This is an optimization exercise on Yosys and OpenROAD, whose aim is small area and a short achievable clock period, not a production implementation.
RTL that was checked went through simulation tests only; none was proved equivalent to the original.
No driver is modelled on the clock port, so clocking that relies on it looks cheaper here than on a real chip.

==> job 2841: inputs <==
## single_kernel
module single_kernel #(
  parameter SIZE = 8,
  parameter DATA_WIDTH = 16
) (
  input clk,
  input [SIZE*SIZE-1:0] finish,
  input [SIZE*DATA_WIDTH-1:0] in_up,
  input [SIZE*DATA_WIDTH-1:0] in_left,
  output [SIZE*DATA_WIDTH-1:0] pass_down,
  output [SIZE*DATA_WIDTH-1:0] pass_right,
  output [SIZE*SIZE*DATA_WIDTH-1:0] out_matrix,
  output [SIZE*DATA_WIDTH-1:0] out_diagonal
);
clock: 11.0 ns
lec_check: 0
cap_margin: 20
core_margin: 2
core_utilization: 60
setup_slack_margin: 5
slew_margin: 20
synth_hierarchical: 1
synth_minimum_keep_size: 0
standard.sh (not shown) runs the stock make flow with config.mk's settings and CLKGATE_MAP_FILE= SYNTH_SCRIPT=/design/flow/synth_recipe.tcl, a recipe that flattens the netlist after the stock synthesis.
==> flow/flow/run.sh <==
#!/bin/bash
# Own layout flow: the standard synthesis and layout, with
#  - the clock split into two branches before clock tree synthesis
#    (flow/pre_cts.tcl): the accumulator and result registers are clocked
#    later than the operand registers that feed them;
#  - port buffers of a faster cell than the default;
#  - timing repair aimed at a 4.5 ns period (the clock stays 11 ns).
# Each step's full output goes to a log of its own in this folder.
set -euo pipefail
here=$(pwd)
bash standard.sh synth > log_synth.txt 2>&1
bash standard.sh \
  PRE_CTS_TCL="$here/flow/pre_cts.tcl" \
  ROOT_CHAIN="" \
  OP_CHAIN="sky130_fd_sc_hd__clkbuf_16" \
  SKEW_CHAIN="sky130_fd_sc_hd__clkdlybuf4s50_1,sky130_fd_sc_hd__clkdlybuf4s50_1,sky130_fd_sc_hd__clkbuf_16" \
  CTS_ARGS="-sink_clustering_enable -repair_clock_nets -no_insertion_delay -clk_nets {clk_op clk_late}" \
  BUFFER_PORTS_ARGS="-buffer_cell sky130_fd_sc_hd__buf_2" \
  SETUP_SLACK_MARGIN=6.5 \
  finish > log_layout.txt 2>&1
==> flow/flow/pre_cts.tcl <==
# Before clock tree synthesis: split the clock into two branches.
#  - clk_op: the operand registers (o_down, o_right), behind OP_CHAIN;
#  - clk_late: the accumulator and result registers (acc_n, o_result),
#    behind SKEW_CHAIN, a chain of delay buffers.
# Clock tree synthesis then builds one tree per branch, so the accumulator
# and result registers are clocked later than the operand registers that
# feed their multiply-add logic: useful skew between registers inside the
# design. Both branches start in the middle of the core, driven from the
# clock port directly or through ROOT_CHAIN next to the port.
set block [ord::get_db_block]
set db [ord::get_db]
set clk_net [[$block findBTerm clk] getNet]
set core [$block getCoreArea]
set cx [expr {([$core xMin] + [$core xMax]) / 2}]
set cy [expr {([$core yMin] + [$core yMax]) / 2}]
set pin [lindex [[$block findBTerm clk] getBPins] 0]
set pb [$pin getBBox]
set px [expr {min(max(([$pb xMin] + [$pb xMax]) / 2, [$core xMin] + 10000), [$core xMax] - 10000)}]
set py [expr {min(max(([$pb yMin] + [$pb yMax]) / 2, [$core yMin] + 10000), [$core yMax] - 10000)}]

proc add_chain {block db from cells name x y} {
  set prev $from
  set i 0
  foreach cell $cells {
    set inst [odb::dbInst_create $block [$db findMaster $cell] ${name}_buf_$i]
    if {$i == [llength $cells] - 1} {
      set net [odb::dbNet_create $block $name]
    } else {
      set net [odb::dbNet_create $block ${name}_$i]
    }
    $net setSigType CLOCK
    [$inst findITerm A] connect $prev
    [$inst findITerm X] connect $net
    $inst setLocation [expr {$x + 4000 * $i}] $y
    $inst setPlacementStatus PLACED
    set prev $net
    incr i
  }
  return $prev
}

# move every register clock pin off the port's net first
set op_pins {}
set late_pins {}
foreach inst [$block getInsts] {
  set it [$inst findITerm CLK]
  if {$it eq "NULL" || [$it getNet] ne $clk_net} { continue }
  $it disconnect
  if {[regexp {\.(acc_n|o_result)\\\[} [$inst getName]]} {
    lappend late_pins $it
  } else {
    lappend op_pins $it
  }
}
if {$::env(ROOT_CHAIN) eq ""} { set root_net $clk_net } else { set root_net [add_chain $block $db $clk_net [split $::env(ROOT_CHAIN) ,] clk_root $px $py] }
set op_net [add_chain $block $db $root_net [split $::env(OP_CHAIN) ,] clk_op $cx [expr {$cy - 8000}]]
set late_net [add_chain $block $db $root_net [split $::env(SKEW_CHAIN) ,] clk_late $cx [expr {$cy + 8000}]]
foreach it $op_pins { $it connect $op_net }
foreach it $late_pins { $it connect $late_net }
puts "clock branches: [llength $op_pins] registers on clk_op ($::env(OP_CHAIN)), [llength $late_pins] on clk_late ($::env(SKEW_CHAIN))"
==> job 6068 (differences from job 2841) <==
==> flow/flow/run.sh (replaced) <==
#!/bin/bash
# Own layout flow: the standard synthesis and layout, with
#  - the clock split into two branches before clock tree synthesis
#    (flow/pre_cts.tcl): the accumulator and result registers are clocked
#    later than the operand registers that feed them;
#  - port buffers of a faster cell than the default.
# Each step's full output goes to a log of its own in this folder.
set -euo pipefail
here=$(pwd)
bash standard.sh synth > log_synth.txt 2>&1
bash standard.sh \
  PRE_CTS_TCL="$here/flow/pre_cts.tcl" \
  OP_CHAIN="sky130_fd_sc_hd__clkbuf_4" \
  SKEW_CHAIN="sky130_fd_sc_hd__clkdlybuf4s50_1,sky130_fd_sc_hd__clkdlybuf4s50_1,sky130_fd_sc_hd__clkbuf_4" \
  CTS_ARGS="-sink_clustering_enable -repair_clock_nets -no_insertion_delay -clk_nets {clk_op clk_late}" \
  BUFFER_PORTS_ARGS="-buffer_cell sky130_fd_sc_hd__buf_2" \
  finish > log_layout.txt 2>&1
==> flow/flow/pre_cts.tcl (replaced) <==
# Before clock tree synthesis: split the clock into two branches.
#  - clk_op: the operand registers (o_down, o_right), behind one buffer;
#  - clk_late: the accumulator and result registers (acc_n, o_result),
#    behind a chain of delay buffers (SKEW_CHAIN).
# Clock tree synthesis then builds one tree per branch, so the accumulator
# and result registers are clocked later than the operand registers that
# feed their multiply-add logic: useful skew between registers inside the
# design. Both branches start at the clock port's net.
set block [ord::get_db_block]
set db [ord::get_db]
set clk_net [[$block findBTerm clk] getNet]
# the branch buffers sit inside the core next to the clock pin
set core [$block getCoreArea]
set pin [lindex [[$block findBTerm clk] getBPins] 0]
set pb [$pin getBBox]
set px [expr {([$pb xMin] + [$pb xMax]) / 2}]
set py [expr {([$pb yMin] + [$pb yMax]) / 2}]
set cx [expr {min(max($px, [$core xMin] + 20000), [$core xMax] - 40000)}]
set cy [expr {min(max($py, [$core yMin] + 20000), [$core yMax] - 20000)}]

proc add_chain {block db from cells name cx cy} {
  set prev $from
  set i 0
  foreach cell $cells {
    set inst [odb::dbInst_create $block [$db findMaster $cell] ${name}_buf_$i]
    if {$i == [llength $cells] - 1} {
      set net [odb::dbNet_create $block $name]
    } else {
      set net [odb::dbNet_create $block ${name}_$i]
    }
    $net setSigType CLOCK
    [$inst findITerm A] connect $prev
    [$inst findITerm X] connect $net
    $inst setLocation [expr {$cx + 4000 * $i}] $cy
    $inst setPlacementStatus PLACED
    set prev $net
    incr i
  }
  return $prev
}

set op_net [add_chain $block $db $clk_net [split $::env(OP_CHAIN) ,] clk_op $cx [expr {$cy - 8000}]]
set late_net [add_chain $block $db $clk_net [split $::env(SKEW_CHAIN) ,] clk_late $cx [expr {$cy + 8000}]]

set n_op 0
set n_late 0
foreach inst [$block getInsts] {
  set it [$inst findITerm CLK]
  if {$it eq "NULL" || [$it getNet] ne $clk_net} { continue }
  $it disconnect
  if {[regexp {\.(acc_n|o_result)\\\[} [$inst getName]]} {
    $it connect $late_net
    incr n_late
  } else {
    $it connect $op_net
    incr n_op
  }
}
puts "clock branches: $n_op registers on clk_op ($::env(OP_CHAIN)), $n_late on clk_late ($::env(SKEW_CHAIN))"
==> notes <==
Job 6068 never finished: it broke off in 4_1_cts. Job 2841 finished clean. Area after synthesis is the same in job 2841 and job 6068. In synthesized cell count, job 2841 and job 6068 do not differ.
==> figures <==
item                                                                                                  job 6068        job 2841
Post-place instance area                                                                            503200 um2      515200 um2
Buffers inserted during post-CTS setup optimization                                                         38              52
Number of warnings issued by yosys                                                                           7               7
Half-perimeter wire length after detailed placement                                                 1246000 um      1224000 um
Status                                                                                  stopped before the end  finished clean
Failing step                                                                                           4_1_cts               -
Worst setup slack before clock tree synthesis                                                         4.653 ns        4.996 ns
Weighted congestion at the end of routability-driven global placement                                   0.9667          0.9626
Placed Cells incl. Taps                                                                                 55.57k          55.37k
Simple-gate share of the synthesized area                                                               14.77%          14.77%
Number of placed I/O pins                                                                                 1729            1729
Post-synthesis share of cell area spent on full adders, half adders and majority gates                  53.98%          53.98%
Area share of xor/xnor cells in the synthesized design                                                  1.477%          1.477%
Post-synth top area cell                                                                                  fa_1            fa_1
CTS-repair resized insts                                                                                   618            1697
Count of hold-fix buffers inserted at cts                                                               11.34k               0
No functional check of the RTL was part of any run of this note.

* * *

==> branch sierra: inputs <==
single_kernel, a different RTL version from the one above (not shown whole).
Settings: LEC_CHECK=0, CAP_MARGIN=20, CORE_MARGIN=2, CORE_UTILIZATION=50, SETUP_SLACK_MARGIN=5, SLEW_MARGIN=20, SYNTH_HIERARCHICAL=1, SYNTH_MINIMUM_KEEP_SIZE=0; clock period 11.0 ns.
==> flow/flow/run.sh <==
#!/bin/bash
# Own layout flow: the standard synthesis and layout, with
#  - each port placed on the die's edge next to the PE it belongs to
#    (flow/pre_io.tcl);
#  - port buffers of a faster cell than the default, the output ones moved
#    next to the registers that drive them (flow/pre_resize.tcl);
#  - hold repair with 0.1 ns of margin, and timing repair aimed at a 4.7 ns period (the clock stays 11 ns), with
#    the later clock modelled as ideal latency until clock tree synthesis
#    (flow/pre_floorplan.tcl).
# Each step's full output goes to a log of its own in this folder.
set -euo pipefail
here=$(pwd)
bash standard.sh synth > log_synth.txt 2>&1
bash standard.sh \
  PRE_FLOORPLAN_TCL="$here/flow/pre_floorplan.tcl" \
  PRE_IO_PLACEMENT_TCL="$here/flow/pre_io.tcl" \
  LATE_REGEX='inner_pe.pe.sum|edge_pe.pe.(acc_n|o_result)' \
  LATE_LATENCY=0.7 \
  PRE_CTS_TCL="$here/flow/pre_cts.tcl" \
  ROOT_CHAIN="" \
  OP_CHAIN="sky130_fd_sc_hd__clkbuf_16" \
  SKEW_CHAIN="sky130_fd_sc_hd__clkdlybuf4s50_1,sky130_fd_sc_hd__clkdlybuf4s25_1,sky130_fd_sc_hd__clkbuf_16" \
  PRE_RESIZE_TCL="$here/flow/pre_resize.tcl" \
  CTS_ARGS="-sink_clustering_enable -repair_clock_nets -no_insertion_delay -clk_nets {clk_op clk_late}" \
  BUFFER_PORTS_ARGS="-buffer_cell sky130_fd_sc_hd__buf_2" \
  SETUP_SLACK_MARGIN=6.3 \
  HOLD_SLACK_MARGIN=0.1 \
  finish > log_layout.txt 2>&1
Other scripts of this flow, unchanged in this note and not shown: flow/flow/pre_cts.tcl, flow/flow/pre_floorplan.tcl, flow/flow/pre_io.tcl, flow/flow/pre_resize.tcl
==> branch quartz: changes against branch sierra <==
--- a/flow/design.v
+++ b/flow/design.v
@@ -76,15 +76,15 @@
   mac_fa us47 (pp_n[6][2], pp_n[7][1], pp_n[8][0], s47, c48);
   wire s49, c50;
   mac_fa us49 (c32, c34, s43, s49, c50);
   wire s51, c52;
   mac_fa us51 (s45, s47, c36, s51, c52);
   wire s53, c54;
-  mac_fa us53 (c38, s49, s51, s53, c54);
+  mac_fa us53 (c38, s49, acc_n[0], s53, c54);
   wire s55, c56;
-  mac_fa us55 (c40, s53, acc_n[0], s55, c56);
+  mac_fa us55 (s51, c40, s53, s55, c56);
   wire s57, c58;
   mac_fa us57 (pp_n[0][9], pp_n[1][8], pp_n[2][7], s57, c58);
   wire s59, c60;
   mac_fa us59 (pp_n[3][6], pp_n[4][5], pp_n[5][4], s59, c60);
   wire s61, c62;
   mac_fa us61 (pp_n[6][3], pp_n[7][2], pp_n[8][1], s61, c62);
@@ -92,15 +92,15 @@
   mac_fa us63 (pp_n[9][0], c44, c46, s63, c64);
   wire s65, c66;
   mac_fa us65 (c48, s57, s59, s65, c66);
   wire s67, c68;
   mac_fa us67 (s61, c50, s63, s67, c68);
   wire s69, c70;
-  mac_fa us69 (s65, c52, s67, s69, c70);
+  mac_fa us69 (s65, c52, acc_n[1], s69, c70);
   wire s71, c72;
-  mac_fa us71 (c54, acc_n[1], s69, s71, c72);
+  mac_fa us71 (s67, c54, s69, s71, c72);
   wire s73, c74;
   mac_fa us73 (pp_n[0][10], pp_n[1][9], pp_n[2][8], s73, c74);
   wire s75, c76;
   mac_fa us75 (pp_n[3][7], pp_n[4][6], pp_n[5][5], s75, c76);
   wire s77, c78;
   mac_fa us77 (pp_n[6][4], pp_n[7][3], pp_n[8][2], s77, c78);
@@ -110,15 +110,15 @@
   mac_fa us81 (c60, c62, s73, s81, c82);
   wire s83, c84;
   mac_fa us83 (s75, s77, c64, s83, c84);
   wire s85, c86;
   mac_fa us85 (s79, c66, s81, s85, c86);
   wire s87, c88;
-  mac_fa us87 (c68, s83, s85, s87, c88);
+  mac_fa us87 (acc_n[2], c68, s83, s87, c88);
   wire s89, c90;
-  mac_fa us89 (c70, acc_n[2], s87, s89, c90);
+  mac_fa us89 (s85, c70, s87, s89, c90);
   wire s91, c92;
   mac_fa us91 (pp_n[0][11], pp_n[1][10], pp_n[2][9], s91, c92);
   wire s93, c94;
   mac_fa us93 (pp_n[3][8], pp_n[4][7], pp_n[5][6], s93, c94);
   wire s95, c96;
   mac_fa us95 (pp_n[6][5], pp_n[7][4], pp_n[8][3], s95, c96);
@@ -130,15 +130,15 @@
   mac_fa us101 (s91, s93, s95, s101, c102);
   wire s103, c104;
   mac_fa us103 (s97, c80, c82, s103, c104);
   wire s105, c106;
   mac_fa us105 (s99, s101, c84, s105, c106);
   wire s107, c108;
-  mac_fa us107 (s103, c86, s105, s107, c108);
+  mac_fa us107 (acc_n[3], s103, c86, s107, c108);
   wire s109, c110;
-  mac_fa us109 (acc_n[3], c88, s107, s109, c110);
+  mac_fa us109 (s105, c88, s107, s109, c110);
   wire s111, c112;
   mac_fa us111 (pp_n[0][12], pp_n[1][11], pp_n[2][10], s111, c112);
   wire s113, c114;
   mac_fa us113 (pp_n[3][9], pp_n[4][8], pp_n[5][7], s113, c114);
   wire s115, c116;
   mac_fa us115 (pp_n[6][6], pp_n[7][5], pp_n[8][4], s115, c116);
@@ -152,15 +152,15 @@
   mac_fa us123 (s113, s115, s117, s123, c124);
   wire s125, c126;
   mac_fa us125 (c100, s119, c102, s125, c126);
   wire s127, c128;
   mac_fa us127 (s121, s123, c104, s127, c128);
   wire s129, c130;
-  mac_fa us129 (s125, c106, s127, s129, c130);
+  mac_fa us129 (acc_n[4], s125, c106, s129, c130);
   wire s131, c132;
-  mac_fa us131 (acc_n[4], c108, s129, s131, c132);
+  mac_fa us131 (s127, c108, s129, s131, c132);
   wire s133, c134;
   mac_fa us133 (pp_n[0][13], pp_n[1][12], pp_n[2][11], s133, c134);
   wire s135, c136;
   mac_fa us135 (pp_n[3][10], pp_n[4][9], pp_n[5][8], s135, c136);
   wire s137, c138;
   mac_fa us137 (pp_n[6][7], pp_n[7][6], pp_n[8][5], s137, c138);
@@ -174,15 +174,15 @@
   mac_fa us145 (s133, s135, s137, s145, c146);
   wire s147, c148;
   mac_fa us147 (s139, c120, c122, s147, c148);
   wire s149, c150;
   mac_fa us149 (s141, c124, s143, s149, c150);
   wire s151, c152;
-  mac_fa us151 (s145, c126, s147, s151, c152);
+  mac_fa us151 (s145, acc_n[5], c126, s151, c152);
   wire s153, c154;
-  mac_fa us153 (s149, c128, acc_n[5], s153, c154);
+  mac_fa us153 (s147, s149, c128, s153, c154);
   wire s155, c156;
   mac_fa us155 (s151, c130, s153, s155, c156);
   wire s157, c158;
   mac_fa us157 (pp_n[0][14], pp_n[1][13], pp_n[2][12], s157, c158);
   wire s159, c160;
   mac_fa us159 (pp_n[3][11], pp_n[4][10], pp_n[5][9], s159, c160);
@@ -200,15 +200,15 @@
   mac_fa us171 (s161, s163, s165, s171, c172);
   wire s173, c174;
   mac_fa us173 (c142, c144, c146, s173, c174);
   wire s175, c176;
   mac_fa us175 (s167, s169, s171, s175, c176);
   wire s177, c178;
-  mac_fa us177 (c148, c150, s173, s177, c178);
+  mac_fa us177 (c148, acc_n[6], c150, s177, c178);
   wire s179, c180;
-  mac_fa us179 (s175, c152, acc_n[6], s179, c180);
+  mac_fa us179 (s173, s175, c152, s179, c180);
   wire s181, c182;
   mac_fa us181 (s177, c154, s179, s181, c182);
   wire s183, c184;
   mac_fa us183 (pp_n[0][15], pp_n[1][14], pp_n[2][13], s183, c184);
   wire s185, c186;
   mac_fa us185 (pp_n[3][12], pp_n[4][11], pp_n[5][10], s185, c186);
@@ -226,17 +226,17 @@
   mac_fa us197 (s183, s185, s187, s197, c198);
   wire s199, c200;
   mac_fa us199 (s189, s191, c168, s199, c200);
   wire s201, c202;
   mac_fa us201 (c170, s193, c172, s201, c202);
   wire s203, c204;
-  mac_fa us203 (s195, s197, c174, s203, c204);
+  mac_fa us203 (s195, s197, acc_n[7], s203, c204);
   wire s205, c206;
-  mac_fa us205 (s199, c176, s201, s205, c206);
+  mac_fa us205 (c174, s199, c176, s205, c206);
   wire s207, c208;
-  mac_fa us207 (c178, s203, acc_n[7], s207, c208);
+  mac_fa us207 (s201, c178, s203, s207, c208);
   wire s209, c210;
   mac_fa us209 (s205, c180, s207, s209, c210);
   wire s211, c212;
   mac_fa us211 (pp_n[1][15], pp_n[2][14], pp_n[3][13], s211, c212);
   wire s213, c214;
   mac_fa us213 (pp_n[4][12], pp_n[5][11], pp_n[6][10], s213, c214);
@@ -254,17 +254,17 @@
   mac_fa us225 (s213, s215, s217, s225, c226);
   wire s227, c228;
   mac_fa us227 (s219, c194, c196, s227, c228);
   wire s229, c230;
   mac_fa us229 (c198, s221, s223, s229, c230);
   wire s231, c232;
-  mac_fa us231 (s225, c200, s227, s231, c232);
+  mac_fa us231 (s225, c200, acc_n[8], s231, c232);
   wire s233, c234;
-  mac_fa us233 (c202, s229, c204, s233, c234);
+  mac_fa us233 (s227, c202, s229, s233, c234);
   wire s235, c236;
-  mac_fa us235 (s231, c206, acc_n[8], s235, c236);
+  mac_fa us235 (c204, s231, c206, s235, c236);
   wire s237, c238;
   mac_fa us237 (s233, c208, s235, s237, c238);
   wire s239, c240;
   mac_fa us239 (pp_n[2][15], pp_n[3][14], pp_n[4][13], s239, c240);
   wire s241, c242;
   mac_fa us241 (pp_n[5][12], pp_n[6][11], pp_n[7][10], s241, c242);
@@ -282,19 +282,19 @@
   mac_fa us253 (s243, s245, c222, s253, c254);
   wire s255, c256;
   mac_fa us255 (c224, s247, c226, s255, c256);
   wire s257, c258;
   mac_fa us257 (s249, s251, c228, s257, c258);
   wire s259, c260;
-  mac_fa us259 (s253, c230, s255, s259, c260);
+  mac_fa us259 (acc_n[9], s253, c230, s259, c260);
   wire s261, c262;
-  mac_fa us261 (c232, s257, acc_n[9], s261, c262);
+  mac_fa us261 (s255, c232, s257, s261, c262);
   wire s263, c264;
   mac_fa us263 (s259, c234, c236, s263, c264);
   wire s265, c266;
-  mac_fa us265 (s261, c238, s263, s265, c266);
+  mac_fa us265 (s261, s263, c238, s265, c266);
   wire s267, c268;
   mac_fa us267 (pp_n[3][15], pp_n[4][14], pp_n[5][13], s267, c268);
   wire s269, c270;
   mac_fa us269 (pp_n[6][12], pp_n[7][11], pp_n[8][10], s269, c270);
   wire s271, c272;
   mac_fa us271 (pp_n[9][9], pp_n[10][8], pp_n[11][7], s271, c272);
@@ -308,17 +308,17 @@
   mac_fa us279 (s269, s271, s273, s279, c280);
   wire s281, c282;
   mac_fa us281 (c248, c250, c252, s281, c282);
   wire s283, c284;
   mac_fa us283 (s275, s277, s279, s283, c284);
   wire s285, c286;
-  mac_fa us285 (c254, c256, s281, s285, c286);
+  mac_fa us285 (c254, acc_n[10], c256, s285, c286);
   wire s287, c288;
-  mac_fa us287 (s283, c258, c260, s287, c288);
+  mac_fa us287 (s281, s283, c258, s287, c288);
   wire s289, c290;
-  mac_fa us289 (acc_n[10], s285, c262, s289, c290);
+  mac_fa us289 (c260, s285, c262, s289, c290);
   wire s291, c292;
   mac_fa us291 (s287, c264, s289, s291, c292);
   wire s293, c294;
   mac_fa us293 (pp_n[4][15], pp_n[5][14], pp_n[6][13], s293, c294);
   wire s295, c296;
   mac_fa us295 (pp_n[7][12], pp_n[8][11], pp_n[9][10], s295, c296);
@@ -332,19 +332,19 @@
   mac_fa us303 (c274, s293, s295, s303, c304);
   wire s305, c306;
   mac_fa us305 (s297, s299, c276, s305, c306);
   wire s307, c308;
   mac_fa us307 (c278, c280, s301, s307, c308);
   wire s309, c310;
-  mac_fa us309 (s303, c282, s305, s309, c310);
+  mac_fa us309 (s303, acc_n[11], c282, s309, c310);
   wire s311, c312;
-  mac_fa us311 (c284, s307, c286, s311, c312);
+  mac_fa us311 (s305, c284, s307, s311, c312);
   wire s313, c314;
-  mac_fa us313 (s309, acc_n[11], c288, s313, c314);
+  mac_fa us313 (c286, s309, s311, s313, c314);
   wire s315, c316;
-  mac_fa us315 (s311, c290, s313, s315, c316);
+  mac_fa us315 (c288, s313, c290, s315, c316);
   wire s317, c318;
   mac_fa us317 (pp_n[5][15], pp_n[6][14], pp_n[7][13], s317, c318);
   wire s319, c320;
   mac_fa us319 (pp_n[8][12], pp_n[9][11], pp_n[10][10], s319, c320);
   wire s321, c322;
   mac_fa us321 (pp_n[11][9], pp_n[12][8], pp_n[13][7], s321, c322);
@@ -356,17 +356,17 @@
   mac_fa us327 (s317, s319, s321, s327, c328);
   wire s329, c330;
   mac_fa us329 (c302, s323, c304, s329, c330);
   wire s331, c332;
   mac_fa us331 (s325, s327, c306, s331, c332);
   wire s333, c334;
-  mac_fa us333 (c308, s329, s331, s333, c334);
+  mac_fa us333 (acc_n[12], c308, s329, s333, c334);
   wire s335, c336;
-  mac_fa us335 (c310, acc_n[12], c312, s335, c336);
+  mac_fa us335 (s331, c310, c312, s335, c336);
   wire s337, c338;
-  mac_fa us337 (s333, c314, s335, s337, c338);
+  mac_fa us337 (s333, s335, c314, s337, c338);
   wire s339, c340;
   mac_fa us339 (pp_n[6][15], pp_n[7][14], pp_n[8][13], s339, c340);
   wire s341, c342;
   mac_fa us341 (pp_n[9][12], pp_n[10][11], pp_n[11][10], s341, c342);
   wire s343, c344;
   mac_fa us343 (pp_n[12][9], pp_n[13][8], pp_n[14][7], s343, c344);
@@ -376,17 +376,17 @@
   mac_fa us347 (c322, s339, s341, s347, c348);
   wire s349, c350;
   mac_fa us349 (s343, c324, c326, s349, c350);
   wire s351, c352;
   mac_fa us351 (s345, c328, s347, s351, c352);
   wire s353, c354;
-  mac_fa us353 (c330, s349, s351, s353, c354);
+  mac_fa us353 (acc_n[13], c330, s349, s353, c354);
   wire s355, c356;
-  mac_fa us355 (c332, acc_n[13], s353, s355, c356);
+  mac_fa us355 (s351, c332, c334, s355, c356);
   wire s357, c358;
-  mac_fa us357 (c334, s355, c336, s357, c358);
+  mac_fa us357 (s353, c336, s355, s357, c358);
   wire s359, c360;
   mac_fa us359 (pp_n[7][15], pp_n[8][14], pp_n[9][13], s359, c360);
   wire s361, c362;
   mac_fa us361 (pp_n[10][12], pp_n[11][11], pp_n[12][10], s361, c362);
   wire s363, c364;
   mac_fa us363 (pp_n[13][9], pp_n[14][8], pp_n[15][7], s363, c364);
@@ -394,15 +394,15 @@
   mac_fa us365 (c340, c342, c344, s365, c366);
   wire s367, c368;
   mac_fa us367 (s359, s361, s363, s367, c368);
   wire s369, c370;
   mac_fa us369 (c346, c348, s365, s369, c370);
   wire s371, c372;
-  mac_fa us371 (s367, c350, c352, s371, c372);
+  mac_fa us371 (s367, c350, acc_n[14], s371, c372);
   wire s373, c374;
-  mac_fa us373 (s369, acc_n[14], c354, s373, c374);
+  mac_fa us373 (c352, s369, c354, s373, c374);
   wire s375, c376;
   mac_fa us375 (s371, c356, s373, s375, c376);
   wire s377, c378;
   mac_fa us377 (pp_n[8][15], pp_n[9][14], pp_n[10][13], s377, c378);
   wire s379, c380;
   mac_fa us379 (pp_n[11][12], pp_n[12][11], pp_n[13][10], s379, c380);
@@ -410,19 +410,19 @@
   mac_fa us381 (pp_n[14][9], pp_n[15][8], c360, s381, c382);
   wire s383, c384;
   mac_fa us383 (c362, c364, s377, s383, c384);
   wire s385, c386;
   mac_fa us385 (s379, c366, s381, s385, c386);
   wire s387, c388;
-  mac_fa us387 (c368, s383, c370, s387, c388);
+  mac_fa us387 (c368, s383, acc_n[15], s387, c388);
   wire s389, c390;
-  mac_fa us389 (s385, c372, s387, s389, c390);
+  mac_fa us389 (c370, s385, c372, s389, c390);
   wire s391, c392;
-  mac_fa us391 (acc_n[15], c374, s389, s391, c392);
-  wire [23:0] row_x_n = {c376, s375, s357, c316, c292, c266, s265, c210, c182, c156, c132, c110, c90, c72, c56, c42, c30, s29, c12, s11, s3, s1, pp_n[0][1], pp_n[0][0]};
-  wire [23:0] row_y_n = {s391, c358, c338, s337, s315, s291, 1'b1, s237, s209, s181, s155, s131, s109, s89, s71, s55, s41, 1'b1, s19, 1'b1, s5, 1'b1, pp_n[1][0], 1'b1};
+  mac_fa us391 (s387, c374, s389, s391, c392);
+  wire [23:0] row_x_n = {c376, c358, c338, s337, s315, s291, s265, c210, c182, c156, c132, c110, c90, c72, c56, c42, c30, s29, c12, s11, s3, s1, pp_n[0][1], pp_n[0][0]};
+  wire [23:0] row_y_n = {s391, s375, s357, c316, c292, c266, 1'b1, s237, s209, s181, s155, s131, s109, s89, s71, s55, s41, 1'b1, s19, 1'b1, s5, 1'b1, pp_n[1][0], 1'b1};
   wire [23:0] tot_n = row_x_n + row_y_n + 1'b1;
   always @(posedge clk) begin
     o_down   <= i_up;
     o_right  <= i_left;
     o_result <= finish ? sum : o_result;
     sum      <= ~tot_n[23:8];
==> comparison <==
- Branch sierra completed without violations. Branch quartz finished clean.
- Between branch quartz and branch sierra, the lower fmax is in branch quartz (gap 0.63%, measured against branch sierra).
- Of branch sierra and branch quartz, branch sierra has the higher register-to-register slack (gap 0.03 ns).
- Clock skew: branch sierra is higher than branch quartz (0.0045 ns).
- In branch sierra the sequential share of layout area is lower than in branch quartz, by 0.18 points.
- In branch sierra the setup slack is higher than in branch quartz, by 0.030 ns.
- Against branch sierra, the hold slack of branch quartz is better by 0.014 ns.
- Global-route usage: branch sierra is higher than branch quartz (0.11 points).
- In branch sierra the cell count is higher than in branch quartz, by 2.3%.
Only the layout flow was run in branch quartz; the RTL was not checked for function there.

==> afterwards: timing with drivers on the ports <==
The results above use ideal ports. As a check the final layouts listed here were re-extracted and re-timed, cells and wires unchanged. Step 1 sets driving cells, clkbuf_16 on the clock port and buf_2 on the other inputs (assumed; they add their load-dependent delay and slew). Step 2, shift: input delay + t, output delay - t, t = (earliest + latest rising clock arrival at the registers) / 2. This alone moves slack from input paths to output paths. Three values: ideal, step 1, step 2; two values: the first two.
| run | t, ns | setup slack, ns | hold WS [ns] | clock arrival spread, ns | worst slew at a driven data input, ns | cell pins on the clock port's net |
|---|---|---|---|---|---|---|
| job 2841 | 1.864 | 5.490 / 5.323 / 6.507 | 0.017 / 0.022 / 0.022 | 1.123 / 1.118 | 0.39 | 2 |
| branch sierra | 1.645 | 6.299 / 6.163 / 5.296 | 0.253 / 0.257 / 0.257 | 0.805 / 0.801 | 0.38 | 2 |
| branch quartz | 1.662 | 6.269 / 6.194 / 4.999 | 0.267 / 0.271 / 0.271 | 0.784 / 0.779 | 0.34 | 2 |
Clock arrivals are far apart in every run listed, so t is only a midpoint there and step 2 fits no single register. The setup slack of branch quartz, which loses most, moves by -0.075 ns with the drivers and by -1.270 ns with both steps.
